From an optimization exercise on the open Yosys and OpenROAD flow, aimed at small area; shortcuts taken in it are not production practice.
The RTL was checked by simulation tests, not by an equivalence proof against the original design.

$ cat config.mk
export PLATFORM = sky130hd
export DESIGN_NAME = lsort_detect
export DESIGN_NICKNAME = lsort_detect
export VERILOG_FILES = /design/flow/design.v
export SDC_FILE = /design/flow/constraint.sdc
export NUM_CORES = 4
export LEC_CHECK = 0
export CAP_MARGIN = 20
export CORE_MARGIN = 2
export CORE_UTILIZATION = 55
export CTS_CLUSTER_DIAMETER = 100
export CTS_CLUSTER_SIZE = 30
export SLEW_MARGIN = 20
$ cat constraint.sdc
create_clock -name core_clock -period 14.0 [get_ports {clk}]
set_input_delay 2.8000 -clock core_clock [delete_from_list [all_inputs] [get_ports {clk}]]
set_output_delay 2.8000 -clock core_clock [all_outputs]
set_load 0.01 [all_outputs]
$ cat design.v
module lsd_filter (
    input  [11:0] x,
    input  [11:0] s1,
    input  [11:0] s2,
    output [11:0] d
);
  wire f0, f1, f2, f3, f4, f5, f6, f7;
  wire f8, f9, f10, f11, f12, f13, f14, f15;
  wire f16, f17, f18, f19, f20, f21, f22, f23;
  wire f24, f25, f26, f27, f28, f29, f30, f31;
  wire f32, f33, f34, f35, f36, f37, f38, f39;
  wire f40, f41, f42, f43, f44, f45, f46, f47;
  wire f48, f49, f50, f51, f52, f53, f54, f55;
  wire f56, f57, f58, f59, f60, f61, f62, f63;
  wire f64, f65, f66, f67, f68, f69, f70, f71;
  wire f72, f73, f74, f75, f76, f77, f78, f79;
  wire f80, f81, f82, f83, f84, f85, f86, f87;
  wire f88, f89, f90, f91, f92, f93, f94, f95;
  wire f96, f97, f98, f99, f100, f101, f102, f103;
  wire f104, f105, f106, f107, f108, f109, f110, f111;
  wire f112, f113, f114, f115, f116, f117, f118, f119;
  wire f120, f121, f122, f123, f124, f125, f126, f127;
  wire f128, f129, f130, f131, f132, f133, f134, f135;
  wire f136, f137, f138, f139, f140, f141, f142, f143;
  wire f144, f145, f146, f147, f148, f149, f150, f151;
  wire f152, f153, f154, f155, f156, f157, f158, f159;
  wire f160, f161, f162, f163, f164, f165, f166, f167;
  wire f168, f169, f170, f171, f172, f173, f174, f175;
  wire f176, f177, f178, f179, f180, f181, f182, f183;
  wire f184, f185, f186, f187, f188, f189, f190, f191;
  wire f192, f193, f194, f195, f196, f197, f198, f199;
  wire f200, f201, f202, f203, f204, f205, f206, f207;
  wire f208, f209, f210, f211, f212, f213, f214, f215;
  wire f216, f217;
  assign f0 = s1[1] ^ ~s2[0] ^ ~s2[1];
  assign f1 = (s1[1] & ~s2[0]) | (s1[1] & ~s2[1]) | (~s2[0] & ~s2[1]);
  assign f2 = s1[0] ^ s1[2] ^ ~s2[1];
  assign f3 = (s1[0] & s1[2]) | (s1[0] & ~s2[1]) | (s1[2] & ~s2[1]);
  assign f4 = s1[0] ^ s1[1] ^ s1[3];
  assign f5 = (s1[0] & s1[1]) | (s1[0] & s1[3]) | (s1[1] & s1[3]);
  assign f6 = s1[1] ^ s1[2] ^ s1[4];
  assign f7 = (s1[1] & s1[2]) | (s1[1] & s1[4]) | (s1[2] & s1[4]);
  assign f8 = s1[2] ^ s1[3] ^ s1[5];
  assign f9 = (s1[2] & s1[3]) | (s1[2] & s1[5]) | (s1[3] & s1[5]);
  assign f10 = s1[3] ^ s1[4] ^ s1[6];
  assign f11 = (s1[3] & s1[4]) | (s1[3] & s1[6]) | (s1[4] & s1[6]);
  assign f12 = ~s2[0] ^ ~s2[5] ^ ~s2[6];
  assign f13 = (~s2[0] & ~s2[5]) | (~s2[0] & ~s2[6]) | (~s2[5] & ~s2[6]);
  assign f14 = s1[0] ^ s1[4] ^ s1[5];
  assign f15 = (s1[0] & s1[4]) | (s1[0] & s1[5]) | (s1[4] & s1[5]);
  assign f16 = s1[7] ^ ~s2[0] ^ ~s2[1];
  assign f17 = (s1[7] & ~s2[0]) | (s1[7] & ~s2[1]) | (~s2[0] & ~s2[1]);
  assign f18 = ~(~s2[6] ^ ~s2[7]);
  assign f19 = ~s2[6] | ~s2[7];
  assign f20 = s1[1] ^ s1[5] ^ s1[6];
  assign f21 = (s1[1] & s1[5]) | (s1[1] & s1[6]) | (s1[5] & s1[6]);
  assign f22 = s1[8] ^ ~s2[1] ^ ~s2[2];
  assign f23 = (s1[8] & ~s2[1]) | (s1[8] & ~s2[2]) | (~s2[1] & ~s2[2]);
  assign f24 = s1[2] ^ s1[6] ^ s1[7];
  assign f25 = (s1[2] & s1[6]) | (s1[2] & s1[7]) | (s1[6] & s1[7]);
  assign f26 = s1[9] ^ ~s2[2] ^ ~s2[3];
  assign f27 = (s1[9] & ~s2[2]) | (s1[9] & ~s2[3]) | (~s2[2] & ~s2[3]);
  assign f28 = s1[0] ^ s1[3] ^ s1[7];
  assign f29 = (s1[0] & s1[3]) | (s1[0] & s1[7]) | (s1[3] & s1[7]);
  assign f30 = s1[8] ^ s1[10] ^ ~s2[3];
  assign f31 = (s1[8] & s1[10]) | (s1[8] & ~s2[3]) | (s1[10] & ~s2[3]);
  assign f32 = ~s2[4] ^ ~s2[9] ^ ~s2[10];
  assign f33 = (~s2[4] & ~s2[9]) | (~s2[4] & ~s2[10]) | (~s2[9] & ~s2[10]);
  assign f34 = s1[1] ^ s1[4] ^ s1[8];
  assign f35 = (s1[1] & s1[4]) | (s1[1] & s1[8]) | (s1[4] & s1[8]);
  assign f36 = s1[9] ^ ~s1[11] ^ ~s2[4];
  assign f37 = (s1[9] & ~s1[11]) | (s1[9] & ~s2[4]) | (~s1[11] & ~s2[4]);
  assign f38 = ~s2[5] ^ ~s2[10] ^ s2[11];
  assign f39 = (~s2[5] & ~s2[10]) | (~s2[5] & s2[11]) | (~s2[10] & s2[11]);
  assign f40 = s1[2] ^ s1[5] ^ s1[9];
  assign f41 = (s1[2] & s1[5]) | (s1[2] & s1[9]) | (s1[5] & s1[9]);
  assign f42 = s1[10] ^ ~s2[5] ^ ~s2[6];
  assign f43 = (s1[10] & ~s2[5]) | (s1[10] & ~s2[6]) | (~s2[5] & ~s2[6]);
  assign f44 = s1[3] ^ s1[6] ^ s1[10];
  assign f45 = (s1[3] & s1[6]) | (s1[3] & s1[10]) | (s1[6] & s1[10]);
  assign f46 = ~s1[11] ^ ~s2[6] ^ ~s2[7];
  assign f47 = (~s1[11] & ~s2[6]) | (~s1[11] & ~s2[7]) | (~s2[6] & ~s2[7]);
  assign f48 = s1[4] ^ s1[7] ^ ~s1[11];
  assign f49 = (s1[4] & s1[7]) | (s1[4] & ~s1[11]) | (s1[7] & ~s1[11]);
  assign f50 = s1[5] ^ s1[8] ^ ~s2[8];
  assign f51 = (s1[5] & s1[8]) | (s1[5] & ~s2[8]) | (s1[8] & ~s2[8]);
  assign f52 = s1[6] ^ s1[9] ^ ~s2[9];
  assign f53 = (s1[6] & s1[9]) | (s1[6] & ~s2[9]) | (s1[9] & ~s2[9]);
  assign f54 = s1[7] ^ s1[10] ^ ~s2[10];
  assign f55 = (s1[7] & s1[10]) | (s1[7] & ~s2[10]) | (s1[10] & ~s2[10]);
  assign f56 = s1[8] ^ ~s1[11] ^ s2[11];
  assign f57 = (s1[8] & ~s1[11]) | (s1[8] & s2[11]) | (~s1[11] & s2[11]);
  assign f58 = f1 ^ f2 ^ ~s2[2];
  assign f59 = (f1 & f2) | (f1 & ~s2[2]) | (f2 & ~s2[2]);
  assign f60 = f3 ^ f4 ^ ~s2[2];
  assign f61 = (f3 & f4) | (f3 & ~s2[2]) | (f4 & ~s2[2]);
  assign f62 = f5 ^ f6 ^ ~s2[3];
  assign f63 = (f5 & f6) | (f5 & ~s2[3]) | (f6 & ~s2[3]);
  assign f64 = f7 ^ f8 ^ ~s2[4];
  assign f65 = (f7 & f8) | (f7 & ~s2[4]) | (f8 & ~s2[4]);
  assign f66 = f9 ^ f10 ^ f12;
  assign f67 = (f9 & f10) | (f9 & f12) | (f10 & f12);
  assign f68 = f11 ^ f13 ^ f14;
  assign f69 = (f11 & f13) | (f11 & f14) | (f13 & f14);
  assign f70 = f15 ^ f17 ^ f19;
  assign f71 = (f15 & f17) | (f15 & f19) | (f17 & f19);
  assign f72 = f20 ^ f22 ^ ~s2[7];
  assign f73 = (f20 & f22) | (f20 & ~s2[7]) | (f22 & ~s2[7]);
  assign f74 = f21 ^ f23 ^ f24;
  assign f75 = (f21 & f23) | (f21 & f24) | (f23 & f24);
  assign f76 = f26 ^ ~s2[8] ^ ~s2[9];
  assign f77 = (f26 & ~s2[8]) | (f26 & ~s2[9]) | (~s2[8] & ~s2[9]);
  assign f78 = f25 ^ f27 ^ f28;
  assign f79 = (f25 & f27) | (f25 & f28) | (f27 & f28);
  assign f80 = f29 ^ f31 ^ f33;
  assign f81 = (f29 & f31) | (f29 & f33) | (f31 & f33);
  assign f82 = f34 ^ f36 ^ f38;
  assign f83 = (f34 & f36) | (f34 & f38) | (f36 & f38);
  assign f84 = f35 ^ f37 ^ f39;
  assign f85 = (f35 & f37) | (f35 & f39) | (f37 & f39);
  assign f86 = f40 ^ f42 ^ s2[11];
  assign f87 = (f40 & f42) | (f40 & s2[11]) | (f42 & s2[11]);
  assign f88 = f41 ^ f43 ^ f44;
  assign f89 = (f41 & f43) | (f41 & f44) | (f43 & f44);
  assign f90 = f45 ^ f47 ^ f48;
  assign f91 = (f45 & f47) | (f45 & f48) | (f47 & f48);
  assign f92 = f49 ^ f50 ^ ~s2[9];
  assign f93 = (f49 & f50) | (f49 & ~s2[9]) | (f50 & ~s2[9]);
  assign f94 = f51 ^ f52 ^ ~s2[10];
  assign f95 = (f51 & f52) | (f51 & ~s2[10]) | (f52 & ~s2[10]);
  assign f96 = f53 ^ f54 ^ s2[11];
  assign f97 = (f53 & f54) | (f53 & s2[11]) | (f54 & s2[11]);
  assign f98 = ~(f55 ^ f56);
  assign f99 = f55 | f56;
  assign f100 = f59 ^ f60 ^ ~s2[3];
  assign f101 = (f59 & f60) | (f59 & ~s2[3]) | (f60 & ~s2[3]);
  assign f102 = f61 ^ f62 ^ ~s2[4];
  assign f103 = (f61 & f62) | (f61 & ~s2[4]) | (f62 & ~s2[4]);
  assign f104 = f63 ^ f64 ^ ~s2[5];
  assign f105 = (f63 & f64) | (f63 & ~s2[5]) | (f64 & ~s2[5]);
  assign f106 = ~(f65 ^ f66);
  assign f107 = f65 | f66;
  assign f108 = f67 ^ f68 ^ f16;
  assign f109 = (f67 & f68) | (f67 & f16) | (f68 & f16);
  assign f110 = f69 ^ f70 ^ f72;
  assign f111 = (f69 & f70) | (f69 & f72) | (f70 & f72);
  assign f112 = f71 ^ f73 ^ f74;
  assign f113 = (f71 & f73) | (f71 & f74) | (f73 & f74);
  assign f114 = f75 ^ f77 ^ f78;
  assign f115 = (f75 & f77) | (f75 & f78) | (f77 & f78);
  assign f116 = f30 ^ f32 ^ x[0];
  assign f117 = (f30 & f32) | (f30 & x[0]) | (f32 & x[0]);
  assign f118 = f79 ^ f80 ^ f82;
  assign f119 = (f79 & f80) | (f79 & f82) | (f80 & f82);
  assign f120 = f81 ^ f83 ^ f84;
  assign f121 = (f81 & f83) | (f81 & f84) | (f83 & f84);
  assign f122 = f85 ^ f87 ^ f88;
  assign f123 = (f85 & f87) | (f85 & f88) | (f87 & f88);
  assign f124 = f89 ^ f90 ^ ~s2[7];
  assign f125 = (f89 & f90) | (f89 & ~s2[7]) | (f90 & ~s2[7]);
  assign f126 = f91 ^ f92 ^ x[5];
  assign f127 = (f91 & f92) | (f91 & x[5]) | (f92 & x[5]);
  assign f128 = f93 ^ f94 ^ x[6];
  assign f129 = (f93 & f94) | (f93 & x[6]) | (f94 & x[6]);
  assign f130 = f95 ^ f96 ^ x[7];
  assign f131 = (f95 & f96) | (f95 & x[7]) | (f96 & x[7]);
  assign f132 = f97 ^ f98 ^ x[8];
  assign f133 = (f97 & f98) | (f97 & x[8]) | (f98 & x[8]);
  assign f134 = f99 ^ f57 ^ s1[9];
  assign f135 = (f99 & f57) | (f99 & s1[9]) | (f57 & s1[9]);
  assign f136 = ~(s1[10] ^ x[10]);
  assign f137 = s1[10] | x[10];
  assign f138 = ~(~s1[11] ^ ~x[11]);
  assign f139 = ~s1[11] | ~x[11];
  assign f140 = f107 ^ f108 ^ f18;
  assign f141 = (f107 & f108) | (f107 & f18) | (f108 & f18);
  assign f142 = f109 ^ f110 ^ ~s2[8];
  assign f143 = (f109 & f110) | (f109 & ~s2[8]) | (f110 & ~s2[8]);
  assign f144 = f111 ^ f112 ^ f76;
  assign f145 = (f111 & f112) | (f111 & f76) | (f112 & f76);
  assign f146 = f113 ^ f114 ^ f116;
  assign f147 = (f113 & f114) | (f113 & f116) | (f114 & f116);
  assign f148 = f115 ^ f117 ^ f118;
  assign f149 = (f115 & f117) | (f115 & f118) | (f117 & f118);
  assign f150 = f119 ^ f120 ^ f86;
  assign f151 = (f119 & f120) | (f119 & f86) | (f120 & f86);
  assign f152 = f121 ^ f122 ^ f46;
  assign f153 = (f121 & f122) | (f121 & f46) | (f122 & f46);
  assign f154 = f123 ^ f124 ^ ~s2[8];
  assign f155 = (f123 & f124) | (f123 & ~s2[8]) | (f124 & ~s2[8]);
  assign f156 = ~(f125 ^ f126);
  assign f157 = f125 | f126;
  assign f158 = ~(f127 ^ f128);
  assign f159 = f127 | f128;
  assign f160 = f133 ^ f134 ^ x[9];
  assign f161 = (f133 & f134) | (f133 & x[9]) | (f134 & x[9]);
  assign f162 = f145 ^ f146 ^ x[11];
  assign f163 = (f145 & f146) | (f145 & x[11]) | (f146 & x[11]);
  assign f164 = f147 ^ f148 ^ x[1];
  assign f165 = (f147 & f148) | (f147 & x[1]) | (f148 & x[1]);
  assign f166 = f149 ^ f150 ^ x[2];
  assign f167 = (f149 & f150) | (f149 & x[2]) | (f150 & x[2]);
  assign f168 = f151 ^ f152 ^ x[3];
  assign f169 = (f151 & f152) | (f151 & x[3]) | (f152 & x[3]);
  assign f170 = f153 ^ f154 ^ x[4];
  assign f171 = (f153 & f154) | (f153 & x[4]) | (f154 & x[4]);
  assign f172 = f159 ^ f129 ^ f130;
  assign f173 = (f159 & f129) | (f159 & f130) | (f129 & f130);
  assign f174 = f161 ^ f135 ^ f136;
  assign f175 = (f161 & f135) | (f161 & f136) | (f135 & f136);
  assign f176 = f171 ^ f155 ^ f156;
  assign f177 = (f171 & f155) | (f171 & f156) | (f155 & f156);
  assign f178 = f173 ^ f131 ^ f132;
  assign f179 = (f173 & f131) | (f173 & f132) | (f131 & f132);
  assign f180 = f175 ^ f137 ^ f138;
  assign f181 = (f175 & f137) | (f175 & f138) | (f137 & f138);
  assign f182 = f177 ^ f157 ^ f158;
  assign f183 = (f177 & f157) | (f177 & f158) | (f157 & f158);
  assign f184 = (s1[0] & ~s2[0]) | (s1[0] & ~x[11]) | (~s2[0] & ~x[11]);
  assign f185 = (f0 & 1'b1) | (f0 & f184) | (1'b1 & f184);
  assign f186 = f58 & f185;
  assign f187 = f100 & f186;
  assign f188 = (f101 & f102) | (f101 & f187) | (f102 & f187);
  assign f189 = (f103 & f104) | (f103 & f188) | (f104 & f188);
  assign f190 = (f105 & f106) | (f105 & f189) | (f106 & f189);
  assign f191 = f140 & f190;
  assign f192 = (f141 & f142) | (f141 & f191) | (f142 & f191);
  assign f193 = (f143 & f144) | (f143 & f192) | (f144 & f192);
  assign f194 = f162 ^ f193;
  assign f195 = f162 & f193;
  assign f196 = f163 ^ f164 ^ f195;
  assign f197 = (f163 & f164) | (f163 & f195) | (f164 & f195);
  assign f198 = f165 ^ f166 ^ f197;
  assign f199 = (f165 & f166) | (f165 & f197) | (f166 & f197);
  assign f200 = f167 ^ f168 ^ f199;
  assign f201 = (f167 & f168) | (f167 & f199) | (f168 & f199);
  assign f202 = f169 ^ f170 ^ f201;
  assign f203 = (f169 & f170) | (f169 & f201) | (f170 & f201);
  assign f204 = f176 ^ f203;
  assign f205 = f176 & f203;
  assign f206 = f182 ^ f205;
  assign f207 = f182 & f205;
  assign f208 = f183 ^ f172 ^ f207;
  assign f209 = (f183 & f172) | (f183 & f207) | (f172 & f207);
  assign f210 = f178 ^ f209;
  assign f211 = f178 & f209;
  assign f212 = f179 ^ f160 ^ f211;
  assign f213 = (f179 & f160) | (f179 & f211) | (f160 & f211);
  assign f214 = f174 ^ f213;
  assign f215 = f174 & f213;
  assign f216 = f180 ^ f215;
  assign f217 = f180 & f215;
  assign d = {f216, f214, f212, f210, f208, f206, f204, f202, f200, f198, f196, f194};
endmodule
module lsd_mag (
    input  [11:0] d,
    input  [11:0] s2,
    output [11:0] y,
    output [10:0] u
);
  wire m0, m1, m2, m3, m4, m5, m6, m7;
  wire m8, m9, m10, m11, m12, m13, m14, m15;
  wire m16, m17, m18, m19, m20, m21, m22, m23;
  wire m24, m25, m26, m27, m28, m29, m30, m31;
  wire m32, m33, m34, m35, m36, m37, m38, m39;
  wire m40, m41, m42, m43, m44, m45, m46, m47;
  wire m48, m49, m50, m51, m52, m53, m54, m55;
  wire m56, m57, m58, m59, m60, m61, m62, m63;
  wire m64, m65, m66, m67, m68, m69, m70, m71;
  wire m72, m73, m74, m75, m76, m77, m78, m79;
  wire m80, m81, m82, m83, m84, m85, m86, m87;
  wire m88, m89, m90, m91, m92, m93, m94, m95;
  wire m96, m97, m98, m99, m100, m101, m102, m103;
  wire m104, m105, m106, m107, m108, m109, m110, m111;
  wire m112, m113, m114, m115, m116, m117, m118, m119;
  wire m120, m121, m122, m123, m124, m125, m126, m127;
  wire m128, m129, m130, m131, m132, m133, m134, m135;
  wire m136, m137, m138, m139, m140, m141, m142, m143;
  wire m144, m145, m146;
  assign m0 = ~(d[0] ^ ~s2[0]);
  assign m1 = d[0] | ~s2[0];
  assign m2 = m1 ^ d[1] ^ ~s2[1];
  assign m3 = (m1 & d[1]) | (m1 & ~s2[1]) | (d[1] & ~s2[1]);
  assign m4 = m3 ^ d[2] ^ ~s2[2];
  assign m5 = (m3 & d[2]) | (m3 & ~s2[2]) | (d[2] & ~s2[2]);
  assign m6 = m5 ^ d[3] ^ ~s2[3];
  assign m7 = (m5 & d[3]) | (m5 & ~s2[3]) | (d[3] & ~s2[3]);
  assign m8 = m7 ^ d[4] ^ ~s2[4];
  assign m9 = (m7 & d[4]) | (m7 & ~s2[4]) | (d[4] & ~s2[4]);
  assign m10 = m9 ^ d[5] ^ ~s2[5];
  assign m11 = (m9 & d[5]) | (m9 & ~s2[5]) | (d[5] & ~s2[5]);
  assign m12 = m11 ^ d[6] ^ ~s2[6];
  assign m13 = (m11 & d[6]) | (m11 & ~s2[6]) | (d[6] & ~s2[6]);
  assign m14 = m13 ^ d[7] ^ ~s2[7];
  assign m15 = (m13 & d[7]) | (m13 & ~s2[7]) | (d[7] & ~s2[7]);
  assign m16 = m15 ^ d[8] ^ ~s2[8];
  assign m17 = (m15 & d[8]) | (m15 & ~s2[8]) | (d[8] & ~s2[8]);
  assign m18 = m17 ^ d[9] ^ ~s2[9];
  assign m19 = (m17 & d[9]) | (m17 & ~s2[9]) | (d[9] & ~s2[9]);
  assign m20 = m19 ^ d[10] ^ ~s2[10];
  assign m21 = (m19 & d[10]) | (m19 & ~s2[10]) | (d[10] & ~s2[10]);
  assign m22 = m21 ^ ~d[11] ^ s2[11];
  assign m23 = (m21 & ~d[11]) | (m21 & s2[11]) | (~d[11] & s2[11]);
  assign m24 = m23 ^ 1'b1;
  assign m25 = m23 & 1'b1;
  assign m26 = ~m0 ^ m4 ^ ~m12;
  assign m27 = (~m0 & m4) | (~m0 & ~m12) | (m4 & ~m12);
  assign m28 = ~m2 ^ m6 ^ ~m14;
  assign m29 = (~m2 & m6) | (~m2 & ~m14) | (m6 & ~m14);
  assign m30 = m0 ^ ~m4 ^ m8;
  assign m31 = (m0 & ~m4) | (m0 & m8) | (~m4 & m8);
  assign m32 = m2 ^ ~m6 ^ m10;
  assign m33 = (m2 & ~m6) | (m2 & m10) | (~m6 & m10);
  assign m34 = m4 ^ ~m8 ^ m12;
  assign m35 = (m4 & ~m8) | (m4 & m12) | (~m8 & m12);
  assign m36 = m6 ^ ~m10 ^ m14;
  assign m37 = (m6 & ~m10) | (m6 & m14) | (~m10 & m14);
  assign m38 = m8 ^ ~m12 ^ m16;
  assign m39 = (m8 & ~m12) | (m8 & m16) | (~m12 & m16);
  assign m40 = m10 ^ ~m14 ^ m18;
  assign m41 = (m10 & ~m14) | (m10 & m18) | (~m14 & m18);
  assign m42 = m12 ^ ~m16 ^ m20;
  assign m43 = (m12 & ~m16) | (m12 & m20) | (~m16 & m20);
  assign m44 = m14 ^ ~m18 ^ m22;
  assign m45 = (m14 & ~m18) | (m14 & m22) | (~m18 & m22);
  assign m46 = m16 ^ ~m20 ^ ~m24;
  assign m47 = (m16 & ~m20) | (m16 & ~m24) | (~m20 & ~m24);
  assign m48 = ~(m18 ^ ~m22);
  assign m49 = m18 | ~m22;
  assign m50 = m29 ^ m30 ^ ~m16;
  assign m51 = (m29 & m30) | (m29 & ~m16) | (m30 & ~m16);
  assign m52 = m31 ^ m32 ^ ~m18;
  assign m53 = (m31 & m32) | (m31 & ~m18) | (m32 & ~m18);
  assign m54 = m33 ^ m34 ^ ~m20;
  assign m55 = (m33 & m34) | (m33 & ~m20) | (m34 & ~m20);
  assign m56 = m35 ^ m36 ^ ~m22;
  assign m57 = (m35 & m36) | (m35 & ~m22) | (m36 & ~m22);
  assign m58 = m37 ^ m38 ^ m24;
  assign m59 = (m37 & m38) | (m37 & m24) | (m38 & m24);
  assign m60 = ~(m39 ^ m40);
  assign m61 = m39 | m40;
  assign m62 = ~(m41 ^ m42);
  assign m63 = m41 | m42;
  assign m64 = ~(m43 ^ m44);
  assign m65 = m43 | m44;
  assign m66 = m49 ^ m20 ^ m24;
  assign m67 = (m49 & m20) | (m49 & m24) | (m20 & m24);
  assign m68 = ~(m57 ^ m58);
  assign m69 = m57 | m58;
  assign m70 = m65 ^ m45 ^ m46;
  assign m71 = (m65 & m45) | (m65 & m46) | (m45 & m46);
  assign m72 = ~(m67 ^ m22);
  assign m73 = m67 | m22;
  assign m74 = m69 ^ m59 ^ m60;
  assign m75 = (m69 & m59) | (m69 & m60) | (m59 & m60);
  assign m76 = m71 ^ m47 ^ m48;
  assign m77 = (m71 & m47) | (m71 & m48) | (m47 & m48);
  assign m78 = m75 ^ m61 ^ m62;
  assign m79 = (m75 & m61) | (m75 & m62) | (m61 & m62);
  assign m80 = m79 ^ m63 ^ m64;
  assign m81 = (m79 & m63) | (m79 & m64) | (m63 & m64);
  assign m82 = ~m0 & 1'b1;
  assign m83 = ~m2 & m82;
  assign m84 = ~m4 & m83;
  assign m85 = ~m6 & m84;
  assign m86 = (m0 & ~m8) | (m0 & m85) | (~m8 & m85);
  assign m87 = (m2 & ~m10) | (m2 & m86) | (~m10 & m86);
  assign m88 = (m26 & 1'b1) | (m26 & m87) | (1'b1 & m87);
  assign m89 = (m27 & m28) | (m27 & m88) | (m28 & m88);
  assign m90 = m50 & m89;
  assign m91 = m51 ^ m52 ^ m90;
  assign m92 = (m51 & m52) | (m51 & m90) | (m52 & m90);
  assign m93 = m53 ^ m54 ^ m92;
  assign m94 = (m53 & m54) | (m53 & m92) | (m54 & m92);
  assign m95 = m55 ^ m56 ^ m94;
  assign m96 = (m55 & m56) | (m55 & m94) | (m56 & m94);
  assign m97 = m68 ^ m96;
  assign m98 = m68 & m96;
  assign m99 = m74 ^ m98;
  assign m100 = m74 & m98;
  assign m101 = m78 ^ m100;
  assign m102 = m78 & m100;
  assign m103 = m80 ^ m102;
  assign m104 = m80 & m102;
  assign m105 = m81 ^ m70 ^ m104;
  assign m106 = (m81 & m70) | (m81 & m104) | (m70 & m104);
  assign m107 = m76 ^ m106;
  assign m108 = m76 & m106;
  assign m109 = m77 ^ m66 ^ m108;
  assign m110 = (m77 & m66) | (m77 & m108) | (m66 & m108);
  assign m111 = m72 ^ m110;
  assign m112 = m72 & m110;
  assign m113 = m73 ^ ~m24 ^ m112;
  assign m114 = (m73 & ~m24) | (m73 & m112) | (~m24 & m112);
  assign m115 = m91 ^ m113;
  assign m116 = m115 ^ m113;
  assign m117 = m115 & m113;
  assign m118 = m93 ^ m113;
  assign m119 = m118 ^ m117;
  assign m120 = m118 & m117;
  assign m121 = m95 ^ m113;
  assign m122 = m121 ^ m120;
  assign m123 = m121 & m120;
  assign m124 = m97 ^ m113;
  assign m125 = m124 ^ m123;
  assign m126 = m124 & m123;
  assign m127 = m99 ^ m113;
  assign m128 = m127 ^ m126;
  assign m129 = m127 & m126;
  assign m130 = m101 ^ m113;
  assign m131 = m130 ^ m129;
  assign m132 = m130 & m129;
  assign m133 = m103 ^ m113;
  assign m134 = m133 ^ m132;
  assign m135 = m133 & m132;
  assign m136 = m105 ^ m113;
  assign m137 = m136 ^ m135;
  assign m138 = m136 & m135;
  assign m139 = m107 ^ m113;
  assign m140 = m139 ^ m138;
  assign m141 = m139 & m138;
  assign m142 = m109 ^ m113;
  assign m143 = m142 ^ m141;
  assign m144 = m142 & m141;
  assign m145 = m111 ^ m113;
  assign m146 = m145 ^ m144;
  assign u = {m146, m143, m140, m137, m134, m131, m128, m125, m122, m119, m116};
  assign y = {m113, m111, m109, m107, m105, m103, m101, m99, m97, m95, m93, m91};
endmodule
module lsd_radix (
    input  [23:0] c,
    input  [23:0] v,
    input  [3:0] kc,
    output bit1,
    output [23:0] co,
    output [3:0] kco
);
  wire r0, r1, r2, r3, r4, r5, r6, r7;
  wire r8, r9, r10, r11, r12, r13, r14, r15;
  wire r16, r17, r18, r19, r20, r21, r22, r23;
  wire r24, r25, r26, r27, r28, r29, r30, r31;
  wire r32, r33, r34, r35, r36, r37, r38, r39;
  wire r40, r41, r42, r43, r44, r45, r46, r47;
  wire r48, r49, r50, r51, r52, r53, r54, r55;
  wire r56, r57, r58, r59, r60, r61, r62, r63;
  wire r64, r65, r66, r67, r68, r69, r70;
  assign r0 = c[0] & ~v[0];
  assign r1 = c[1] & ~v[1];
  assign r2 = c[2] & ~v[2];
  assign r3 = c[3] & ~v[3];
  assign r4 = c[4] & ~v[4];
  assign r5 = c[5] & ~v[5];
  assign r6 = c[6] & ~v[6];
  assign r7 = c[7] & ~v[7];
  assign r8 = c[8] & ~v[8];
  assign r9 = c[9] & ~v[9];
  assign r10 = c[10] & ~v[10];
  assign r11 = c[11] & ~v[11];
  assign r12 = c[12] & ~v[12];
  assign r13 = c[13] & ~v[13];
  assign r14 = c[14] & ~v[14];
  assign r15 = c[15] & ~v[15];
  assign r16 = c[16] & ~v[16];
  assign r17 = c[17] & ~v[17];
  assign r18 = c[18] & ~v[18];
  assign r19 = c[19] & ~v[19];
  assign r20 = c[20] & ~v[20];
  assign r21 = c[21] & ~v[21];
  assign r22 = c[22] & ~v[22];
  assign r23 = c[23] & ~v[23];
  assign r24 = r0 ^ r1 ^ r2;
  assign r25 = (r0 & r1) | (r0 & r2) | (r1 & r2);
  assign r26 = r3 ^ r4 ^ r5;
  assign r27 = (r3 & r4) | (r3 & r5) | (r4 & r5);
  assign r28 = r6 ^ r7 ^ r8;
  assign r29 = (r6 & r7) | (r6 & r8) | (r7 & r8);
  assign r30 = r9 ^ r10 ^ r11;
  assign r31 = (r9 & r10) | (r9 & r11) | (r10 & r11);
  assign r32 = r12 ^ r13 ^ r14;
  assign r33 = (r12 & r13) | (r12 & r14) | (r13 & r14);
  assign r34 = r15 ^ r16 ^ r17;
  assign r35 = (r15 & r16) | (r15 & r17) | (r16 & r17);
  assign r36 = r18 ^ r19 ^ r20;
  assign r37 = (r18 & r19) | (r18 & r20) | (r19 & r20);
  assign r38 = r21 ^ r22 ^ r23;
  assign r39 = (r21 & r22) | (r21 & r23) | (r22 & r23);
  assign r40 = r24 ^ r26 ^ r28;
  assign r41 = (r24 & r26) | (r24 & r28) | (r26 & r28);
  assign r42 = r30 ^ r32 ^ r34;
  assign r43 = (r30 & r32) | (r30 & r34) | (r32 & r34);
  assign r44 = r25 ^ r27 ^ r29;
  assign r45 = (r25 & r27) | (r25 & r29) | (r27 & r29);
  assign r46 = r31 ^ r33 ^ r35;
  assign r47 = (r31 & r33) | (r31 & r35) | (r33 & r35);
  assign r48 = r40 ^ r42 ^ r36;
  assign r49 = (r40 & r42) | (r40 & r36) | (r42 & r36);
  assign r50 = r41 ^ r43 ^ r44;
  assign r51 = (r41 & r43) | (r41 & r44) | (r43 & r44);
  assign r52 = r46 ^ r37 ^ r39;
  assign r53 = (r46 & r37) | (r46 & r39) | (r37 & r39);
  assign r54 = r45 ^ r47 ^ kc[2];
  assign r55 = (r45 & r47) | (r45 & kc[2]) | (r47 & kc[2]);
  assign r56 = r48 ^ r38 ^ kc[0];
  assign r57 = (r48 & r38) | (r48 & kc[0]) | (r38 & kc[0]);
  assign r58 = r49 ^ r50 ^ r52;
  assign r59 = (r49 & r50) | (r49 & r52) | (r50 & r52);
  assign r60 = r51 ^ r53 ^ r54;
  assign r61 = (r51 & r53) | (r51 & r54) | (r53 & r54);
  assign r62 = r57 ^ r58 ^ kc[1];
  assign r63 = (r57 & r58) | (r57 & kc[1]) | (r58 & kc[1]);
  assign r64 = r61 ^ r55 ^ kc[3];
  assign r65 = (r61 & r55) | (r61 & kc[3]) | (r55 & kc[3]);
  assign r66 = r63 ^ r59 ^ r60;
  assign r67 = (r63 & r59) | (r63 & r60) | (r59 & r60);
  assign r68 = r67 ^ r64;
  assign r69 = r67 & r64;
  assign r70 = (1'b0 & r62 & r66 & (r67 | r64)) | (1'b0 & r66 & (r67 | r64)) | (1'b0 & (r67 | r64)) | ((r67 & r64));
  assign bit1 = ~(r70 | r65);
  assign kco = bit1 ? {r68, r66, r62, r56} : kc;
  assign co = bit1 ? (c & v) : (c & ~v);
endmodule
module lsd_pop (
    input  [22:0] z,
    output [4:0] cnt
);
  wire p0, p1, p2, p3, p4, p5, p6, p7;
  wire p8, p9, p10, p11, p12, p13, p14, p15;
  wire p16, p17, p18, p19, p20, p21, p22, p23;
  wire p24, p25, p26, p27, p28, p29, p30, p31;
  wire p32, p33, p34, p35, p36, p37, p38, p39;
  wire p40, p41, p42, p43;
  assign p0 = z[0] ^ z[1] ^ z[2];
  assign p1 = (z[0] & z[1]) | (z[0] & z[2]) | (z[1] & z[2]);
  assign p2 = z[3] ^ z[4] ^ z[5];
  assign p3 = (z[3] & z[4]) | (z[3] & z[5]) | (z[4] & z[5]);
  assign p4 = z[6] ^ z[7] ^ z[8];
  assign p5 = (z[6] & z[7]) | (z[6] & z[8]) | (z[7] & z[8]);
  assign p6 = z[9] ^ z[10] ^ z[11];
  assign p7 = (z[9] & z[10]) | (z[9] & z[11]) | (z[10] & z[11]);
  assign p8 = z[12] ^ z[13] ^ z[14];
  assign p9 = (z[12] & z[13]) | (z[12] & z[14]) | (z[13] & z[14]);
  assign p10 = z[15] ^ z[16] ^ z[17];
  assign p11 = (z[15] & z[16]) | (z[15] & z[17]) | (z[16] & z[17]);
  assign p12 = z[18] ^ z[19] ^ z[20];
  assign p13 = (z[18] & z[19]) | (z[18] & z[20]) | (z[19] & z[20]);
  assign p14 = ~(z[21] ^ z[22]);
  assign p15 = z[21] | z[22];
  assign p16 = p0 ^ p2 ^ p4;
  assign p17 = (p0 & p2) | (p0 & p4) | (p2 & p4);
  assign p18 = p6 ^ p8 ^ p10;
  assign p19 = (p6 & p8) | (p6 & p10) | (p8 & p10);
  assign p20 = p1 ^ p3 ^ p5;
  assign p21 = (p1 & p3) | (p1 & p5) | (p3 & p5);
  assign p22 = p7 ^ p9 ^ p11;
  assign p23 = (p7 & p9) | (p7 & p11) | (p9 & p11);
  assign p24 = ~(p13 ^ p15);
  assign p25 = p13 | p15;
  assign p26 = p16 ^ p18 ^ p12;
  assign p27 = (p16 & p18) | (p16 & p12) | (p18 & p12);
  assign p28 = p17 ^ p19 ^ p20;
  assign p29 = (p17 & p19) | (p17 & p20) | (p19 & p20);
  assign p30 = p21 ^ p23 ^ p25;
  assign p31 = (p21 & p23) | (p21 & p25) | (p23 & p25);
  assign p32 = p27 ^ p28 ^ p22;
  assign p33 = (p27 & p28) | (p27 & p22) | (p28 & p22);
  assign p34 = p33 ^ p29 ^ p30;
  assign p35 = (p33 & p29) | (p33 & p30) | (p29 & p30);
  assign p36 = p26 ^ p14;
  assign p37 = p26 & p14;
  assign p38 = p32 ^ p24 ^ p37;
  assign p39 = (p32 & p24) | (p32 & p37) | (p24 & p37);
  assign p40 = p34 ^ p39;
  assign p41 = p34 & p39;
  assign p42 = p35 ^ p31 ^ p41;
  assign p43 = (p35 & p31) | (p35 & p41) | (p31 & p41);
  assign cnt = {p43, p42, p40, p38, p36};
endmodule
`timescale 1ns / 1ps
module lsort_detect (
    input               clk,
    input               rst_n,
    input               in_valid,
    input        [ 1:0] in_channel,
    input        [11:0] in_data,
    output logic        out_valid,
    output logic [ 1:0] out_channel,
    output logic [10:0] out_data,
    output logic        out_spike,
    output logic [38:0] out_time
);
  localparam int NS = 24;   
  localparam int NB1 = 4;   
  logic [1:0] ph;
  always_ff @(posedge clk or negedge rst_n)
    if (!rst_n) ph <= 2'd0;
    else ph <= ph + 2'd1;
  logic [1:0] dly;
  logic [3:1] ev;
  logic [11:0] ed1, ed2, ed3;
  assign dly = in_channel - ph;
  always_ff @(posedge clk or negedge rst_n)
    if (!rst_n) ev <= '0;
    else begin
      ev[1] <= in_valid && dly == 2'd3;
      ev[2] <= ev[1] || (in_valid && dly == 2'd2);
      ev[3] <= ev[2] || (in_valid && dly == 2'd1);
    end
  always_ff @(posedge clk) begin
    ed1 <= in_data;
    ed2 <= (in_valid && dly == 2'd2) ? in_data : ed1;
    ed3 <= (in_valid && dly == 2'd1) ? in_data : ed2;
  end
  logic pv;
  logic [11:0] x;
  assign pv = ev[3] || (in_valid && dly == 2'd0);
  assign x  = ev[3] ? ed3 : in_data;
  logic [23:0] flt0, flt1, flt2, flt3;   
  logic seen3;
  always_ff @(posedge clk or negedge rst_n)
    if (!rst_n) seen3 <= 1'b0;
    else if (pv && ph == 2'd3) seen3 <= 1'b1;
  logic [11:0] s1, s2, d;
  assign s1 = seen3 ? flt3[23:12] : 12'd0;
  assign s2 = seen3 ? flt3[11:0] : 12'd0;
  lsd_filter u_filter (
      .x (x),
      .s1(s1),
      .s2(s2),
      .d (d)
  );
  logic v1;
  logic [11:0] s2o;
  always_ff @(posedge clk or negedge rst_n)
    if (!rst_n) v1 <= 1'b0;
    else v1 <= pv;
  always_ff @(posedge clk) begin
    flt0 <= pv ? {d, s1} : flt3;
    flt1 <= flt0;
    flt2 <= flt1;
    flt3 <= flt2;
    s2o  <= s2;
  end
  logic [10:0] u;
  logic [11:0] y;
  logic [5:0] g;
  lsd_mag u_mag (
      .d (flt0[23:12]),
      .s2(s2o),
      .y (y),
      .u (u)
  );
  always_comb
    if (y[11]) g = (&y[10:6]) ? ~y[5:0] : 6'd63;
    else if (y[10:6] != 0) g = 6'd63;
    else g = (y[5:0] == 0) ? 6'd0 : y[5:0] - 6'd1;
  logic [NS-1:0][5:0] win0, win1, win2, win3;   
  always_ff @(posedge clk) begin
    win0[0] <= v1 ? g : win3[0];
    for (int j = 1; j < NS; j++) win0[j] <= v1 ? win3[j-1] : win3[j];
    win1 <= win0;
    win2 <= win1;
    win3 <= win2;
  end
  logic [4:0] fill;
  always_ff @(posedge clk or negedge rst_n)
    if (!rst_n) fill <= '0;
    else if (v1 && ph == 2'd0 && fill != 5'd24) fill <= fill + 5'd1;
  logic [NS-1:1] z1;
  logic [4:0] cnt1;
  always_comb for (int j = 1; j < NS; j++) z1[j] = (5'(j) <= fill) && !win3[j-1][5];
  lsd_pop u_pop (
      .z  (z1),
      .cnt(cnt1)
  );
  logic v2;
  logic [10:0] u2;
  logic [4:0] cnt1_q;
  always_ff @(posedge clk or negedge rst_n)
    if (!rst_n) v2 <= 1'b0;
    else v2 <= v1;
  always_ff @(posedge clk) begin
    u2 <= u;
    cnt1_q <= cnt1;
  end
  logic is3;
  logic [NS-1:0] vld;   
  assign is3 = (ph == 2'd1);
  always_comb for (int j = 0; j < NS; j++) vld[j] = 5'(j) + {4'd0, is3} <= fill;
  logic [5:0][NS-1:0] vb0, vb1;   
  always_comb
    for (int b = 0; b < 6; b++)
      for (int j = 0; j < NS; j++) begin
        vb0[b][j] = win0[j][b];
        vb1[b][j] = win1[j][b];
      end
  logic [6:0][NS-1:0] cand;
  logic [6:0][3:0] kc;
  logic [5:0] mb;
  logic [NS-1:0] cand_q;
  logic [3:0] kc_q;
  logic [5:0] mb_q;
  logic [4:0] s1c;
  assign s1c = cnt1_q + {4'd0, !win0[0][5]};
  assign mb[5] = s1c < 5'd16;
  assign kc[1] = mb[5] ? s1c[3:0] : 4'd3;
  assign cand[1] = mb[5] ? (vld & vb0[5]) : (vld & ~vb0[5]);
  genvar i;
  generate
    for (i = 1; i < 6; i++) begin : gen_step
      logic [NS-1:0] ci;
      logic [3:0] ki;
      if (i == NB1) begin : gen_m2
        assign ci = cand_q;
        assign ki = kc_q;
      end else begin : gen_m1
        assign ci = cand[i];
        assign ki = kc[i];
      end
      lsd_radix u_radix (
          .c   (ci),
          .v   (i < NB1 ? vb0[5-i] : vb1[5-i]),
          .kc  (ki),
          .bit1(mb[5-i]),
          .co  (cand[i+1]),
          .kco (kc[i+1])
      );
    end
  endgenerate
  logic v3;
  logic [10:0] u3;
  always_ff @(posedge clk or negedge rst_n)
    if (!rst_n) v3 <= 1'b0;
    else v3 <= v2;
  always_ff @(posedge clk) begin
    u3 <= u2;
    cand_q <= cand[NB1];
    kc_q <= kc[NB1];
    mb_q <= mb;
  end
  logic [5:0] med, q;
  always_comb
    for (int b = 0; b < 6; b++) med[b] = (b >= 6 - NB1) ? mb_q[b] : mb[b];
  assign q = u3[10:5] - {5'd0, u3[4:0] == 5'd0};
  assign out_valid = v3;
  assign out_data  = u3;
  assign out_spike = (u3 != 11'd0) && (q > med);
  logic [40:0] cnt, cnt_carry;
  assign {out_time, out_channel} = cnt;
  always_comb begin
    cnt_carry[0] = v3;
    for (int b = 1; b < 41; b++) cnt_carry[b] = cnt_carry[b-1] & cnt[b-1];
  end
  always_ff @(posedge clk or negedge rst_n)
    if (!rst_n) cnt <= '0;
    else cnt <= cnt ^ cnt_carry;
endmodule
$ cat flow/run.sh
#!/bin/bash
# Layout flow: the standard layout (standard.sh) with two changes:
#  - after the standard synthesis, fa_polarity.py picks the polarity of each
#    full adder so that fewer inverters sit between adders (the registers and
#    all other cells stay as synthesis made them);
#  - the port buffers are the smallest buffer cell.
# Each step's output goes to a log of its own here; the tools' own logs are
# under orfs/logs.
set -euo pipefail
export BUFFER_PORTS_ARGS="-buffer_cell sky130_fd_sc_hd__buf_1"
R=orfs/results/${FLOW_PLATFORM}/lsort_detect/base
bash standard.sh synth > flow_synth.log 2>&1
cp $R/1_2_yosys.v flow_yosys_standard.v
python3 flow/fa_polarity.py flow_yosys_standard.v $R/1_2_yosys.new.v > flow_fa_polarity.log 2>&1
# the edited netlist is newer than 1_synth.odb, so make rebuilds it from there
mv $R/1_2_yosys.new.v $R/1_2_yosys.v
bash standard.sh finish > flow_finish.log 2>&1
$ cat flow/fa_polarity.py
#!/usr/bin/env python3
"""Removes inverters around full adders in a Yosys gate-level netlist.

Yosys's extract_fa gives each full adder the polarity it finds first, so
chains of adders often pass through inverters. A full adder is self-dual:
FA(~a, ~b, ~c) = (~sum, ~carry), so each adder may take either polarity.
This pass folds the netlist's inverters into signal polarities, chooses the
polarity of every adder by local search to need the fewest inverters, and
writes the netlist back with one inverter per signal that some sink needs
inverted. Registers and all other cells are left as they are.

usage: fa_polarity.py IN.v OUT.v
"""
import random
import re
import sys

INV = "sky130_fd_sc_hd__inv_1"
OUT_PINS = {"X", "Y", "Q", "Q_N", "SUM", "COUT", "HI", "LO"}


def parse(text):
    m = re.search(r"^\s*module\s+(\S+)\s*\((.*?)\);", text, re.S | re.M)
    head_end = m.end()
    body_end = text.rindex("endmodule")
    body = text[head_end:body_end]
    items = []
    cell_re = re.compile(
        r"\s*(\S+)\s+(\\\S+\s|\S+)\s*\(\s*((?:\.\w+\([^()]*\)\s*,?\s*)*)\);", re.S)
    stmts = re.findall(r"[^;]*;", body, re.S)
    for s in stmts:
        cm = cell_re.fullmatch(s)
        if cm and cm.group(1).startswith("sky130_"):
            pins = [[p, n.strip()] for p, n in re.findall(r"\.(\w+)\(([^()]*)\)", cm.group(3))]
            items.append(["cell", cm.group(1), cm.group(2).strip(), pins])
        else:
            items.append(["text", s])
    tail = body[sum(len(x) for x in stmts):]
    return text[:head_end], items, tail, text[body_end:]


def run(src, dst, iters=300000, seed=1):
    text = open(src).read()
    head, items, tail, end = parse(text)
    cells = [it for it in items if it[0] == "cell"]

    # nets that assigns or ports name keep their driver and value
    fixed_text = " ".join(it[1] for it in items
                          if it[0] == "text" and it[1].strip().startswith("assign")) + head
    names = set(re.findall(r"\\\S+|[A-Za-z_][\w$]*", fixed_text))

    def fixed(n):
        return n in names or n.split("[")[0] in names

    def is_inv(c):
        return re.fullmatch(r"sky130_fd_sc_hd__inv_\d+", c[1]) is not None

    def is_fa(c):
        return re.fullmatch(r"sky130_fd_sc_hd__fa_\d+", c[1]) is not None

    drv = {}
    for c in cells:
        for p, n in c[3]:
            if p in OUT_PINS:
                drv[n] = c
    # foldable inverters: those whose output net is not fixed
    fold = set()
    for c in cells:
        if is_inv(c) and not fixed(dict(c[3])["Y"]):
            fold.add(id(c))

    def base(n):
        pol = 0
        seen = 0
        while n in drv and id(drv[n]) in fold and seen < 100:
            n = dict(drv[n][3])["A"]
            pol ^= 1
            seen += 1
        return n, pol

    fas = [c for c in cells if is_fa(c)]
    fa_index = {id(c): i for i, c in enumerate(fas)}
    # requirements: signal -> list of (adder index or -1, polarity)
    req = {}
    for c in cells:
        if id(c) in fold:
            continue
        fi = fa_index.get(id(c), -1)
        for p, n in c[3]:
            if p in OUT_PINS:
                continue
            s, pol = base(n)
            req.setdefault(s, []).append((fi, pol))
    for c in cells:
        if id(c) in fold:
            continue
        for p, n in c[3]:
            if p in OUT_PINS and fixed(n):
                req.setdefault(n, []).append((-1, 0))
    src_fa = {}
    for c in fas:
        for p, n in c[3]:
            if p in ("SUM", "COUT"):
                src_fa[n] = fa_index[id(c)]
    sigs = list(req)
    sig_id = {s: i for i, s in enumerate(sigs)}
    touch = [[] for _ in fas]
    for s in sigs:
        if s in src_fa:
            touch[src_fa[s]].append(sig_id[s])
        for fi, _ in req[s]:
            if fi >= 0:
                touch[fi].append(sig_id[s])
    touch = [sorted(set(t)) for t in touch]
    x = [0] * len(fas)

    def cost(si):
        s = sigs[si]
        pi = x[src_fa[s]] if s in src_fa else 0
        for fi, pol in req[s]:
            if (pol ^ (x[fi] if fi >= 0 else 0)) != pi:
                return 1
        return 0

    cur = [cost(i) for i in range(len(sigs))]
    total0 = sum(cur)
    total = total0
    best = total
    best_x = list(x)
    rng = random.Random(seed)
    for it in range(iters if fas else 0):
        temp = max(0.05, 1.0 - it / (0.8 * iters))
        f = rng.randrange(len(fas))
        x[f] ^= 1
        new = [(si, cost(si)) for si in touch[f]]
        delta = sum(c for _, c in new) - sum(cur[si] for si in touch[f])
        if delta <= 0 or rng.random() < pow(2.718281828, -delta / temp):
            for si, c in new:
                cur[si] = c
            total += delta
            if total < best:
                best = total
                best_x = list(x)
        else:
            x[f] ^= 1
    x = best_x

    # rebuild: one inverter per signal that some sink needs inverted
    inv_net = {}
    new_cells = []
    for s in sigs:
        pi = x[src_fa[s]] if s in src_fa else 0
        if any((pol ^ (x[fi] if fi >= 0 else 0)) != pi for fi, pol in req[s]):
            m = f"fapol_n{len(inv_net)}"
            inv_net[s] = m
            new_cells.append(["cell", INV, f"fapol_i{len(inv_net)}", [["A", s], ["Y", m]]])
    for c in cells:
        if id(c) in fold:
            continue
        fi = fa_index.get(id(c), -1)
        for pn in c[3]:
            p, n = pn
            if p in OUT_PINS:
                continue
            s, pol = base(n)
            want = pol ^ (x[fi] if fi >= 0 else 0)
            pi = x[src_fa[s]] if s in src_fa else 0
            pn[1] = s if want == pi else inv_net[s]
    for c in cells:
        if id(c) in fold:
            c[1] = None
    out = [head]
    out.append("".join(f"\n  wire {w};" for w in sorted(inv_net.values())))
    esc = chr(92)
    for it in items + new_cells:
        if it[0] == "text":
            out.append(it[1])
        elif it[1] is not None:
            conns = ",\n".join(f"    .{p}({n}{' ' if n.startswith(esc) else ''})"
                               for p, n in it[3])
            name = it[2] + (" " if it[2].startswith(esc) else "")
            out.append(f"\n  {it[1]} {name} (\n{conns}\n  );")
    out.append(tail)
    out.append(end)
    open(dst, "w").write("".join(out))
    print(f"fa_polarity: {len(fas)} adders, {len(fold)} inverters folded, "
          f"{len(inv_net)} placed ({total0} before the search)")


if __name__ == "__main__":
    run(sys.argv[1], sys.argv[2])
$ cat standard.sh
#!/bin/bash
# synth_recipe.tcl (not shown) runs the flow's synth.tcl, then flattens the netlist and writes it again
# the make line also repeats each setting of config.mk as NAME=value (left out here)
make -C /OpenROAD-flow-scripts/flow DESIGN_CONFIG=/design/flow/config.mk WORK_HOME=/design/flow/orfs CLKGATE_MAP_FILE= SYNTH_SCRIPT=/design/flow/synth_recipe.tcl "${@:-finish}"
==> results.ini, run 1 <==
[status]
status = no timing/DRC/antenna violations

[sta]
fin_crit_sh_pct = 97.3
fin_skew_ns = 0.0274
setup_viol = 0
max_freq_mhz = 73.4
final.setup.tns_ns = 0
period_needed_ns = 13.62
hold_ws_ns = 0.321
drv_slew = 0
relSlewSlack_pct = 31.8
tightest_slew_ns = 1.02
hold_viol_final = 0

[route]
drt-wirelength-per-cell_um = 18.6
ant_nets = 0
vias = 15500
via_per_inst = 5.02
drt_iter0_markers = 827
drtPass1Iterations = 5
route.detailed.drc = 0
wirelength_um = 57100

[grt]
grt_pass1_vias = 16600
met1_usage_pct = 29.1
grt_pass1_wl_um = 91400
grt_busiest_layer = met2
grt_start_max_net_pins = 71
grt_util_met2_pct = 34.0
grt_overflow_total = 0
grt_usage_pct = 20.8
antenna_found_initial = 1
use_met3_pct = 3.41

[floorplanning]
fp.dieW_um = 239
initial_core_util_pct = 55.4
core_area_um2 = 54900
dieArea_um2 = 57200
num_io_pins = 71
num_rows = 86
die_h_um = 239

[critical_path]
crit_fanout = 8
worst_path_largest_cell_delay_ns = 0.57
worstPathRequired_ns = 14.52
crit_type = flip-flop to flip-flop
critPathLaunchType = flip-flop
cp.arrival_ns = 14.14
path_common_cell = buf_4
slowest_stage = fa_2
worst_setup_path_end_kind = flip-flop

[clock_network]
clk_latency_ns = 0.59
numCtsBuffers = 35
tritoncts = yes
hold_buffers = 0
ctsRootBufferMaster = clkbuf_16
cts_sinks = 834
path_clk_slew_ns = 0.11
cts_buffer_depth = 3
cts-htree-levels = 2

[cells_and_area]
areaGrowthSynthToFinish_pct = 10.2
drive_gt1_share_pct = 17.2
final_nets = 2734
num-fill-cells = 4392
diodes = 0

[yosys]
netlist_instances = 2208
synthesis.nets = 2584
synth_area_um2 = 30400
avgSynthCellArea_um2 = 13.8
yosysWarnings = 1

[placed_design]
place.gp.congestion = 0.861
port_buffers = 70
dp.final_hpwl_um = 42500

[worst_hold_path]
hp-class = flip-flop to flip-flop

[run]
cap_violations = 0

## area by class of cell
| cell class | count | area, um2 | area share [%] |
|---|---|---|---|
| inverters | 168 | 631 | 1.88 |
| repair buffers | 167 | 1110 | 3.30 |
| clock inverters | 6 | 76.3 | 0.228 |
| flip-flops and latches | 834 | 17000 | 50.7 |
| multi-input cells | 1152 | 12900 | 38.4 |
| clock buffers | 45 | 966 | 2.88 |
| well taps | 704 | 881 | 2.63 |
## layout by cell type, fill, tap and decap left out, drive strengths merged, types with 25 or more instances in the layout
master / count
a21oi: 31
buf: 165
clkbuf: 47
dfrtp: 55
dfxtp: 779
fa: 253
ha: 106
inv: 171
mux2: 188
nand2: 70
nand3b: 25
nor2: 51
nor2b: 29
o21ai: 40
xnor2: 111
xor2: 36
## through the flow
| step | setup slack, ns | utilization (%) | cells | cell area, um2 |
|---|---|---|---|---|
| floorplan | 0.0669 | - | 2208 | 30400 |
| global placement | -0.308 | 57.8 | 2975 | 31700 |
| detailed placement | -0.480 | 57.8 | 2975 | 31700 |
| CTS | 0.0164 | 60.4 | 3065 | 33100 |
| global route | -0.0109 | 61.0 | 3076 | 33500 |
| finish | 0.380 | 61.0 | 3076 | 33500 |
## flip-flops by register name (all words and copies together) (netlist names), 41 cells and up
| name | cells |
|---|---|
| win1 | 144 |
| cnt | 41 |
| win2 | 144 |
| win3 | 144 |
| win0 | 144 |
## worst max-delay path, delay by kind of cell, from the launching register on
kind,cells,cell delay [ns]
flip-flops,1,0.40
AND/OR/NAND/NOR,8,1.25
adder cells (fa/ha/maj),16,6.18
XOR/XNOR,2,0.27
AO/OA/AOI/OAI,3,0.63
buffers and inverters,40,4.83
## worst paths after layout
path / depth (start not counted) / to / start / slack [ns]
min in group asynchronous: 2 / cnt[14] / rst_n / 2.37
worst min register to register: 0 / win3[41] / win2[41] / 0.32
max in group asynchronous: 2 / v1 / rst_n / 11.02
worst max-delay path: 69 / cand_q[17] / ph[1] / 0.38
worst max register to register: 69 / cand_q[17] / ph[1] / 0.38
worst min-delay path: 0 / win3[41] / win2[41] / 0.32
## routing by layer
layer	vias to the layer above	wire (um)
met1	7707	26800
met3	74	2060
met5	-	0
met2	226	27000
met4	0	1290
li1	7444	-
## timing repair
item,in CTS,in global routing
buffers inserted,39,9
setup endpoints to repair,29,29
gates cloned,0,1
gates resized for setup,17,55
pin swaps,7,25
==> run 2, diff against run 1 <==
--- a/config.mk
+++ b/config.mk
@@ -9,3 +9,3 @@
 export CORE_MARGIN = 2
-export CORE_UTILIZATION = 55
+export CORE_UTILIZATION = 40
 export CTS_CLUSTER_DIAMETER = 100
==> results.ini, run 2 <==
[status]
status = no timing/DRC/antenna violations  ; unchanged

[critical_path]
slowest_stage = fa_2  ; unchanged
reg2reg_from = win0[5]  ; was ph[1]
crit_family = adder cells  ; unchanged
critPathLaunchType = flip-flop  ; unchanged
crit_type = flip-flop to flip-flop  ; unchanged
crit_start = win0[5]  ; was ph[1]
worst_setup_path_end_kind = flip-flop  ; unchanged
path_common_cell = fa_1  ; was buf_4
path_buf_inv = 10  ; was 40
crit_fanout = 7  ; was 8
worstPathRequired_ns = 14.54  ; was 14.52 ns
worst_path_largest_cell_delay_ns = 0.59  ; was 0.57 ns
cp.arrival_ns = 14.02  ; was 14.14 ns

[grt]
grt_pass1_wl_um = 91700  ; was 91400 um
met1_usage_pct = 20.3  ; was 29.1%
grt_overflow_total = 0  ; unchanged
grt_busiest_layer = met2  ; unchanged
use_met3_pct = 1.81  ; was 3.41%
grt_util_met2_pct = 24.9  ; was 34.0%
grt_usage_pct = 14.9  ; was 20.8%
grt_start_max_net_pins = 75  ; was 71
grt_pass1_vias = 16600  ; about the same
antenna_found_initial = 1  ; unchanged

[route]
drtPass1Iterations = 5  ; unchanged
drt-wirelength-per-cell_um = 17.1  ; was 18.6 um
ant_nets = 0  ; unchanged
route.detailed.drc = 0  ; unchanged
wirelength_um = 56900  ; was 57100 um
vias = 15300  ; was 15500
drt_iter0_markers = 714  ; was 827
via_per_inst = 4.62  ; was 5.02

[worst_hold_path]
hp-class = flip-flop to flip-flop  ; unchanged
min-delay-start = win1[65]  ; was win2[41]

[yosys]
avgSynthCellArea_um2 = 13.8  ; unchanged
synthesis.nets = 2584  ; unchanged
synth_area_um2 = 30400  ; unchanged
netlist_instances = 2208  ; unchanged
yosysWarnings = 1  ; unchanged

[clock_network]
cts_buffer_depth = 3  ; unchanged
cts_sinks = 834  ; unchanged
hold_buffers = 0  ; unchanged
path_clk_slew_ns = 0.11  ; about the same
numCtsBuffers = 35  ; unchanged
cts-htree-levels = 2  ; unchanged
clk_latency_ns = 0.61  ; was 0.59 ns
ctsRootBufferMaster = clkbuf_16  ; unchanged
tritoncts = yes  ; unchanged

[sta]
fin_skew_ns = 0.0350  ; was 0.0274 ns
final.setup.tns_ns = 0  ; unchanged
fin_crit_sh_pct = 96.3  ; was 97.3%
hold_ws_ns = 0.298  ; was 0.321 ns
setup_viol = 0  ; unchanged
hold_viol_final = 0  ; unchanged
period_needed_ns = 13.48  ; was 13.62 ns
tightest_slew_ns = 1.01  ; was 1.02 ns
drv_slew = 0  ; unchanged
relSlewSlack_pct = 32.8  ; was 31.8%
max_freq_mhz = 74.2  ; was 73.4 MHz

[cells_and_area]
diodes = 0  ; unchanged
final_common_cell = dfxtp_1  ; unchanged
areaGrowthSynthToFinish_pct = 10.4  ; was 10.2%
num-fill-cells = 6841  ; was 4392
final_nets = 2703  ; was 2734
final_cell_mix = 778 x dfxtp_1, 242 x fa_1, 188 x mux2_2, 164 x inv_1, 106 x xnor2_1  ; was 778 x dfxtp_1, 244 x fa_1, 188 x mux2_2, 164 x inv_1, 103 x xnor2_1
drive_gt1_share_pct = 15.9  ; was 17.2%

[floorplanning]
dieArea_um2 = 78200  ; was 57200 um2
num_io_pins = 71  ; unchanged
core_area_um2 = 75600  ; was 54900 um2
initial_core_util_pct = 40.2  ; was 55.4%
die_h_um = 280  ; was 239 um
fp.dieW_um = 280  ; was 239 um
num_rows = 101  ; was 86

[placed_design]
place.gp.congestion = 0.860  ; was 0.861
dp.final_hpwl_um = 43100  ; was 42500 um
port_buffers = 70  ; unchanged

[run]
cap_violations = 0  ; unchanged

run 2: path summary, 6_finish.rpt:
check / cells past startpoint / slack, ns / to
worst max-delay path: 48 / 0.52 / cand_q[3]
worst min-delay path: 0 / 0.30 / win2[65]
worst max register to register: 48 / 0.52 / cand_q[3]
worst min register to register: 0 / 0.30 / win2[65]
max in group asynchronous: 2 / 11.10 / v1
min in group asynchronous: 2 / 2.34 / ev[1]
run 2: timing repair:
item	CTS	global route
pin swaps	5	18
gates cloned	1	2
endpoints found under the setup margin	29	29
resized for setup	18	46
buffers inserted	3	10
run 2: through the flow:
step / area (um2) / cells / worst slack, ns / utilization [%]
floorplan: 30400 / 2208 / 0.0669 / -
global placement: 32100 / 3252 / -0.127 / 42.4
detailed placement: 32100 / 3252 / -0.561 / 42.4
CTS: 33200 / 3305 / 0.00751 / 44.0
global route: 33600 / 3317 / -0.0154 / 44.4
finish: 33600 / 3317 / 0.520 / 44.4
run 2: routing by layer:
layer	wire length (um)	up-vias	share of wire, %
li1	-	7371	-
met1	26500	7672	47
met2	27300	190	48
met3	1530	89	2.7
met4	1580	2	2.8
met5	13	-	0.023
run 2: final cells by class:
cell class	instances	area [um2]	share of cell area [%]
clock inverter	7	134	0.399
multi-input combinational	1153	12800	38.2
sequential	834	17000	50.6
clock buffer	42	902	2.69
timing repair buffer	135	862	2.57
tap	978	1220	3.65
inverter	168	631	1.88
run 2: worst reg2reg max path: cells and delay by family, from the launching register on:
kind	cells	cell delay, ns
buf+inv	10	1.30
compound gates	1	0.18
simple gates	9	1.69
flops	1	0.35
fa+ha+maj	23	9.10
xor+xnor	5	0.81
==> run 3, diff against run 2 <==
--- a/config.mk
+++ b/config.mk
@@ -12,2 +12,3 @@
 export CTS_CLUSTER_SIZE = 30
+export GPL_TIMING_DRIVEN = 0
 export SLEW_MARGIN = 20
==> results.ini, run 3 <==
[floorplanning]
dieArea_um2 = 78200  ; unchanged
num_io_pins = 71  ; unchanged
fp.dieW_um = 280  ; unchanged
core_area_um2 = 75600  ; unchanged
num_rows = 101  ; unchanged
initial_core_util_pct = 40.2  ; unchanged
die_h_um = 280  ; unchanged

[critical_path]
worst_path_largest_cell_delay_ns = 0.62  ; was 0.59 ns
slowest_stage = fa_2  ; unchanged
reg2reg_from = win0[5]  ; unchanged
critPathLaunchType = flip-flop  ; unchanged
cp.arrival_ns = 14.02  ; about the same
crit_fanout = 10  ; was 7
worst_setup_path_end_kind = flip-flop  ; unchanged
ff2ff_setup_slack_ns = 0.45  ; was 0.52 ns
crit_type = flip-flop to flip-flop  ; unchanged
worstPathRequired_ns = 14.47  ; was 14.54 ns
r2r_cells = 50  ; was 48
timing.rr.end = cand_q[0]  ; was cand_q[3]
path_common_cell = fa_2  ; was fa_1

[worst_hold_path]
holdPathEnd = flt3[18]  ; was win2[65]
hp-class = flip-flop to flip-flop  ; unchanged
hold_depth = 0  ; unchanged
min-delay-start = flt2[18]  ; was win1[65]

[route]
vias = 16000  ; was 15300
wirelength_um = 60100  ; was 56900 um
drtPass1Iterations = 5  ; unchanged
via_per_inst = 4.70  ; was 4.62
drt_iter0_markers = 761  ; was 714
drt-wirelength-per-cell_um = 17.6  ; was 17.1 um
ant_nets = 0  ; unchanged
route.detailed.drc = 0  ; unchanged

[cells_and_area]
drive_gt1_share_pct = 20.2  ; was 15.9%
seqCellArea_um2 = 17000  ; about the same
multi_input_area_um2 = 13100  ; was 12800 um2
diodes = 0  ; unchanged
num-fill-cells = 6742  ; was 6841
final_nets = 2797  ; was 2703
final_cell_mix = 778 x dfxtp_1, 232 x fa_1, 188 x mux2_2, 159 x inv_1, 106 x buf_4  ; was 778 x dfxtp_1, 242 x fa_1, 188 x mux2_2, 164 x inv_1, 106 x xnor2_1
final_cell_area_um2 = 34500  ; was 33600 um2
areaGrowthSynthToFinish_pct = 13.5  ; was 10.4%
final_common_cell = dfxtp_1  ; unchanged
instances_no_fill = 3411  ; was 3317

[grt]
grt_pass1_wl_um = 96500  ; was 91700 um
grt_start_max_net_pins = 33  ; was 75
grt_overflow_total = 0  ; unchanged
antenna_found_initial = 1  ; unchanged
grt_pass1_vias = 17500  ; was 16600
grt_usage_pct = 15.8  ; was 14.9%

[placed_design]
dpl-instance-area_um2 = 31900  ; was 32100 um2
dp.final_hpwl_um = 45100  ; was 43100 um
pre_cts_slack_ns = -2.62  ; was -0.561 ns
dp_cells = 3257  ; was 3252
place.gp.congestion = 0.886  ; was 0.860
port_buffers = 70  ; unchanged

[clock_network]
clk_latency_ns = 0.60  ; was 0.61 ns
numCtsBuffers = 35  ; unchanged
ctsRootBufferMaster = clkbuf_16  ; unchanged
cts_sinks = 834  ; unchanged
path_clk_slew_ns = 0.11  ; about the same
cts_buffer_depth = 3  ; unchanged
tritoncts = yes  ; unchanged
cts-htree-levels = 2  ; unchanged

[yosys]
avgSynthCellArea_um2 = 13.8  ; unchanged
netlist_instances = 2208  ; unchanged
synthesis.nets = 2584  ; unchanged
yosysWarnings = 1  ; unchanged
synth_area_um2 = 30400  ; unchanged

[status]
status = no timing/DRC/antenna violations  ; unchanged

[sta]
final.setup.tns_ns = 0  ; unchanged
drv_slew = 0  ; unchanged
relSlewSlack_pct = 50.2  ; was 32.8%
setup_ws_ns = 0.451  ; was 0.520 ns
period_needed_ns = 13.55  ; was 13.48 ns
max_freq_mhz = 73.8  ; was 74.2 MHz
fin_skew_ns = 0.0426  ; was 0.0350 ns
fin_crit_sh_pct = 96.8  ; was 96.3%
tightest_slew_ns = 0.747  ; was 1.01 ns
hold_viol_final = 0  ; unchanged
setup_viol = 0  ; unchanged

[run]
cap_violations = 0  ; unchanged

[run 3: repair_timing]
item	in CTS	in global routing
buffers inserted	93	19
hold buffers	0	0
pin swaps	31	42
cloned	1	0
gates resized for setup	124	59
endpoints found under the setup margin	29	29
[run 3: worst max-delay path, delay by kind of cell, from the launching register on]
family	cells	cell delay (ns)
fa+ha+maj	23	9.00
buf+inv	13	1.53
simple gates	8	1.51
xor+xnor	5	0.85
flops	1	0.39
compound gates	1	0.11
[run 3: per-layer routing]
metal  track usage [%]  vias to the layer above  routed length, um
met5                 0                        -                  0
met4              5.87                        0               2190
met3              2.03                      120               1820
met2              26.4                      256              28800
met1              21.0                     8077              27300
li1                  -                     7576                  -
[run 3: worst max-delay path by stage]
stage | startpoint | end | slack [ns]
6_report | win0[5] | cand_q[0] | 0.45
5_1_grt | win0[5] | cand_q[19] | -0.01
4_1_cts | ph[1] | cand_q[19] | 0.02
3_5_place_dp | ph[1] | cand_q[19] | -2.62
3_3_place_gp | ph[1] | cand_q[19] | -2.45
2_1_floorplan | win0[5] | cand_q[19] | 0.07
[run 3: per-stage QoR]
stage,util [%],hold WS (ns)
after floorplan,-,0.310
after global placement,42.2,0.310
after detailed placement,42.2,0.312
after CTS,45.2,0.309
after global routing,45.6,0.310
final,45.6,0.311
[run 3: area by class of cell]
| cell class | instances | share of cell area [%] |
|---|---|---|
| Timing Repair Buffer | 178 | 3.26 |
| Buffer | 52 | 1.04 |
| Sequential cell | 834 | 49.2 |
| Tap cell | 978 | 3.55 |
| Inverter | 168 | 1.85 |
| Clock inverter | 7 | 0.337 |
| Multi-Input combinational cell | 1152 | 38.1 |
| Clock buffer | 42 | 2.62 |

[static timing again, ports no longer ideal]
In the flow no input, the clock included, has a driving cell. The finished layouts below were timed again as built, in two steps. Step 1: set_driving_cell puts a clkbuf_16 on clk and a buf_2 on each other input, an assumption about the parent block. Step 2 moves the port delays by t, midway between the first and last clock arrival at a register: inputs arrive t later, outputs are due t later. That takes back most of the time a late clock gives input paths. a / b / c = ideal / step 1 / step 2; a / b = the first two.
run	t (ns)	setup slack, ns	cell pins on the clock port's net
run 1	0.637	0.380 / 0.380 / 0.380	1
run 2	0.633	0.520 / 0.520 / 0.520	1
run 3	0.637	0.451 / 0.451 / 0.451	1
After both steps setup and hold are still met in every run listed.
